What follows belongs to an exercise in optimizing a design on an open flow for small area, a short achievable clock period and few clock cycles per item; a production flow would make more cautious choices. At most, simulation tests tie the RTL to the original design; equivalence was not proved. Power figures rest on the tool's default switching activity, not on a simulated workload.

## the baseline
==> module SQRT, before the edit <==
module SQRT(
	RST,
	CLK,
	IN_VALID,
	IN,
	OUT_VALID,
	OUT
);
input CLK;
input RST;
input [15:0] IN;
input IN_VALID;
output [11:0] OUT;
output OUT_VALID;
reg OUT_VALID;
reg [3:0] k;        
reg [13:0] G;       
reg [2:0] L;        
reg [11:0] Y;       
wire idle = (k == 4'd15);
wire last = (k == 4'd0);
reg [11:0] mask;
integer i;
always @(*) begin
	for (i = 0; i < 12; i = i + 1)
		mask[i] = (i < k);
end
wire [13:0] B = {1'b0, Y, 1'b0} | {2'b00, mask};
wire formP = |Y;                    
wire cin = formP | (|L);
wire [14:0] sum = {1'b0, G} + {1'b0, ~B} + {14'd0, cin};
wire acc = sum[14];
wire xbit = L[2] ^ ~(L[1] | L[0]);   
wire inbit = (formP | acc) ? xbit : L[2];
wire [13:0] rem = acc ? sum[13:0] : G;
wire big = (&IN[15:4]) & (|IN[3:0]);
always @(posedge CLK) begin
	if (IN_VALID) begin
		G <= big ? 14'd0 : {1'b0, IN[15:3]};
		L <= big ? 3'd0 : IN[2:0];
	end else begin
		G <= {rem[12:0], inbit};
		L <= {L[1:0], 1'b0};
	end
end
always @(posedge CLK) begin
	for (i = 0; i < 12; i = i + 1) begin
		if (IN_VALID)
			Y[i] <= 1'b0;
		else if (k == i)
			Y[i] <= acc;
	end
end
assign OUT = Y;
always @(posedge CLK) begin
	if (RST)
		k <= 4'd15;
	else if (IN_VALID)
		k <= 4'd11;
	else if (!idle)
		k <= k - 4'd1;
end
always @(posedge CLK) begin
	if (RST)
		OUT_VALID <= 1'b0;
	else
		OUT_VALID <= last;
end
endmodule
==> flow/config.mk <==
export PLATFORM = sky130hd
export DESIGN_NAME = SQRT
export DESIGN_NICKNAME = SQRT
export VERILOG_FILES = /design/flow/design.v
export SDC_FILE = /design/flow/constraint.sdc
export NUM_CORES = 4
export LEC_CHECK = 0
export CAP_MARGIN = 20
export CORE_MARGIN = 2
export CORE_UTILIZATION = 40
export SLEW_MARGIN = 20
==> flow/constraint.sdc <==
create_clock -name core_clock -period 10.0 [get_ports {CLK}]
set_input_delay 2.0000 -clock core_clock [delete_from_list [all_inputs] [get_ports {CLK}]]
set_output_delay 2.0000 -clock core_clock [all_outputs]
set_load 0.01 [all_outputs]
run.sh (not shown) runs the stock make flow with config.mk's settings and CLKGATE_MAP_FILE= SYNTH_SCRIPT=/design/flow/synth_recipe.tcl, a recipe that flattens the netlist after the stock synthesis.
### the baseline -> the candidate
==> flow/design.v <==
module SQRT(
	RST,
	CLK,
	IN_VALID,
	IN,
	OUT_VALID,
	OUT
);
input CLK;
input RST;
input [15:0] IN;
input IN_VALID;
output [11:0] OUT;
output OUT_VALID;
reg OUT_VALID;
reg [3:0] k;        
reg [13:0] G;       
reg [1:0] L;        
reg [11:0] Y;       
wire idle = (k == 4'd15);
wire last = (k == 4'd0);
reg [11:0] mask;
integer i;
always @(*) begin
	for (i = 0; i < 12; i = i + 1)
		mask[i] = (i < k);
end
wire [13:0] B = {1'b0, Y, 1'b0} | {2'b00, mask};
wire formP = |Y[10:0];                   
wire cin = formP | (|L);
wire [14:0] sum = {1'b0, G} + {1'b0, ~B} + {14'd0, cin};
wire acc = sum[14];
wire xbit = L[1] ^ ~L[0];           
wire inbit = (formP | acc) ? xbit : L[1];
wire [13:0] rem = acc ? sum[13:0] : G;
wire big = (&IN[15:4]) & (|IN[3:0]);
wire top = ~big & (IN[15] | IN[14] | ((&IN[13:3]) & (|IN[2:0])));
wire [13:0] G0 = IN[15:2] - (top ? 14'd4094 : 14'd0);
always @(posedge CLK) begin
	if (IN_VALID) begin
		G <= big ? 14'd0 : G0;
		L <= big ? 2'd0 : IN[1:0];
	end else begin
		G <= {rem[12:0], inbit};
		L <= {L[0], 1'b0};
	end
end
always @(posedge CLK) begin
	for (i = 0; i < 11; i = i + 1) begin
		if (IN_VALID)
			Y[i] <= 1'b0;
		else if (k == i)
			Y[i] <= acc;
	end
	if (IN_VALID)
		Y[11] <= top;
end
assign OUT = Y;
always @(posedge CLK) begin
	if (RST)
		k <= 4'd15;
	else if (IN_VALID)
		k <= 4'd10;
	else if (!idle)
		k <= k - 4'd1;
end
always @(posedge CLK) begin
	if (RST)
		OUT_VALID <= 1'b0;
	else
		OUT_VALID <= last;
end
endmodule
Findings:
On area after synthesis, the baseline beats the candidate.
Compared with the baseline, the candidate shows a core area that is 810 sq um higher.
Going from the baseline to the candidate, leakage power figure has increased, global-route usage decreased by 2.3 points relative to the old numbers, global-route track usage on met1 lost 4.5 points.
Function was not checked in any run of this note: the RTL went through the layout flow alone.

---

Another version of the RTL of SQRT (not shown whole).
Size: about 32 I/O pins, ~1900 sq um of cells after synthesis.
==> module SQRT, before the edit <==
module SQRT(
	RST,
	CLK,
	IN_VALID,
	IN,
	OUT_VALID,
	OUT
);
input CLK;
input RST;
input [15:0] IN;
input IN_VALID;
output [11:0] OUT;
output OUT_VALID;
reg OUT_VALID;
reg [13:0] G;       
reg [2:0] L;        
reg [13:0] E;       
reg formP;          
reg cin;            
wire idle = ~E[0];
reg [12:0] hot;
reg run;
integer i;
always @(*) begin
	run = 1'b1;
	for (i = 0; i < 13; i = i + 1) begin
		run = run & E[i];
		hot[i] = run & ~E[i+1];
	end
end
wire last = hot[0];
wire [12:0] B = E[13:1];
wire [14:0] sum = {1'b0, G} + {2'b01, ~B} + {14'd0, cin};
wire acc = sum[14];
wire xbit = L[2] ^ ~(L[1] | L[0]);   
wire inbit = (formP | acc) ? xbit : L[2];
wire [13:0] rem = acc ? sum[13:0] : G;
wire big = (&IN[15:4]) & (|IN[3:0]);
always @(posedge CLK) begin
	if (idle) begin
		G <= big ? 14'd0 : {1'b0, IN[15:3]};
		L <= big ? 3'd0 : IN[2:0];
		formP <= 1'b0;
		cin <= |IN[2:0];
	end else begin
		cin <= formP | acc | (|L[1:0]);
		G <= {rem[12:0], inbit};
		L <= {L[1:0], 1'b0};
		formP <= formP | acc;
	end
end
always @(posedge CLK) begin
	if (RST)
		E[0] <= 1'b0;
	else if (IN_VALID)
		E[0] <= 1'b1;
	else if (hot[0])
		E[0] <= 1'b0;
	for (i = 1; i < 14; i = i + 1) begin
		if (IN_VALID)
			E[i] <= (i < 12);
		else if (i >= 2 && hot[i-2])
			E[i] <= acc;
		else if (i < 13 && hot[i])
			E[i] <= 1'b0;
	end
end
assign OUT = E[13:2];
always @(posedge CLK) begin
	if (RST)
		OUT_VALID <= 1'b0;
	else
		OUT_VALID <= last;
end
endmodule
==> flow/config.mk <==
export PLATFORM = sky130hd
export DESIGN_NAME = SQRT
export DESIGN_NICKNAME = SQRT
export VERILOG_FILES = /design/flow/design.v
export SDC_FILE = /design/flow/constraint.sdc
export NUM_CORES = 4
export LEC_CHECK = 0
export CAP_MARGIN = 20
export CORE_MARGIN = 2
export CORE_UTILIZATION = 60
export SLEW_MARGIN = 20
==> flow/constraint.sdc <==
create_clock -name core_clock -period 10.0 [get_ports {CLK}]
set_input_delay 2.0000 -clock core_clock [delete_from_list [all_inputs] [get_ports {CLK}]]
set_output_delay 2.0000 -clock core_clock [all_outputs]
set_load 0.01 [all_outputs]
standard.sh (not shown) runs the stock make flow with config.mk's settings and CLKGATE_MAP_FILE= SYNTH_SCRIPT=/design/flow/synth_recipe.tcl, a recipe that flattens the netlist after the stock synthesis.
==> flow/flow/run.sh <==
#!/bin/bash
# Standard layout, except:
# - ABC maps the logic with flow/area.abc (area-oriented) instead of the speed script;
#   everything else in synthesis is the standard script (synth_recipe.tcl), so the
#   registers and their names are the standard synthesis's;
# - the smallest buffer on each input and output port;
# - timing repair aimed at a setup slack well beyond the required 0.
set -euo pipefail
W=$PWD
export BUFFER_PORTS_ARGS="-buffer_cell sky130_fd_sc_hd__buf_1"
export SETUP_SLACK_MARGIN=7.0
export MY_ABC_SCRIPT=$W/flow/area.abc
export FLOW_SYNTH_TCL=$W/synth_recipe.tcl
sed "s#SYNTH_SCRIPT=[^ ]*#SYNTH_SCRIPT=$W/flow/my_synth.tcl#" standard.sh > my_standard.sh
grep -q "SYNTH_SCRIPT=$W/flow/my_synth.tcl" my_standard.sh
bash my_standard.sh > standard_make.log 2>&1
==> flow/flow/area.abc <==
strash
&get -n
&dch -f
&nf -R 1000
&put
topo
==> flow/flow/my_synth.tcl <==
# The standard synthesis, with its ABC mapping script replaced by the one in MY_ABC_SCRIPT.
proc abc {args} {
  set i [lsearch -exact $args -script]
  if { $i >= 0 && [info exists ::env(MY_ABC_SCRIPT)] } {
    set args [lreplace $args [expr {$i + 1}] [expr {$i + 1}] $::env(MY_ABC_SCRIPT)]
  }
  yosys abc {*}$args
}
source $::env(FLOW_SYNTH_TCL)
Testbench counts at the start, summed over its fixed seeds: cycles 41,608, items 3,200.
==> next run, changes <==
--- a/flow/design.v
+++ b/flow/design.v
@@ -15,11 +15,10 @@
 reg OUT_VALID;
 reg [13:0] G;       
 reg [2:0] L;        
 reg [13:0] E;       
 reg formP;          
-reg cin;            
 wire idle = ~E[0];
 reg [12:0] hot;
 reg run;
 integer i;
 always @(*) begin
@@ -29,10 +28,11 @@
 		hot[i] = run & ~E[i+1];
 	end
 end
 wire last = hot[0];
 wire [12:0] B = E[13:1];
+wire cin = formP | (|L);
 wire [14:0] sum = {1'b0, G} + {2'b01, ~B} + {14'd0, cin};
 wire acc = sum[14];
 wire xbit = L[2] ^ ~(L[1] | L[0]);   
 wire inbit = (formP | acc) ? xbit : L[2];
 wire [13:0] rem = acc ? sum[13:0] : G;
@@ -40,13 +40,11 @@
 always @(posedge CLK) begin
 	if (idle) begin
 		G <= big ? 14'd0 : {1'b0, IN[15:3]};
 		L <= big ? 3'd0 : IN[2:0];
 		formP <= 1'b0;
-		cin <= |IN[2:0];
 	end else begin
-		cin <= formP | acc | (|L[1:0]);
 		G <= {rem[12:0], inbit};
 		L <= {L[1:0], 1'b0};
 		formP <= formP | acc;
 	end
 end
Result:
- worst setup slack improves by 0.012 ns
- count of clock-buffer cells in the layout drops by 1
- cell count climbs by about 2.7%
- power climbs by about 5%
- area after synthesis drops by 0.54%
- wire length climbs by 8.0%
- critical path depth stays the same
- cell area climbs by about 4.7%
Testbench counts after the change, summed over its fixed seeds: cycles 41,608, items 3,200.

port drivers added, routing unchanged:
The flow's constraints put no driver on any port. The routed layouts listed below were extracted and timed again, unchanged, in two steps.
Step 1 assumes that a clkbuf_16 drives the clock port and a buf_2 every other input.
Step 2 adds t to the input delays and takes it off the output delays; t is the mean of the earliest and latest rising clock arrival at the registers after step 1. Input paths then give back, and output paths get back, about the clock's delay inside the block.
Slacks: ideal ports / drivers / drivers and shift; pairs: ideal ports / drivers.
run	t (ns)	setup slack, ns	worst data-port slew with drivers (ns)
the baseline	0.311	6.032 / 6.037 / 5.725	0.04
the candidate	0.304	4.834 / 4.840 / 4.535	0.04
the first run of note 2	0.351	7.055 / 7.034 / 6.777	0.03
the second run of note 2	0.344	7.067 / 7.047 / 6.839	0.03
After both steps setup and hold are still met in every run listed. For the baseline, which loses most, drivers alone change the setup slack by +0.005 ns; drivers and shift together by -0.307 ns.
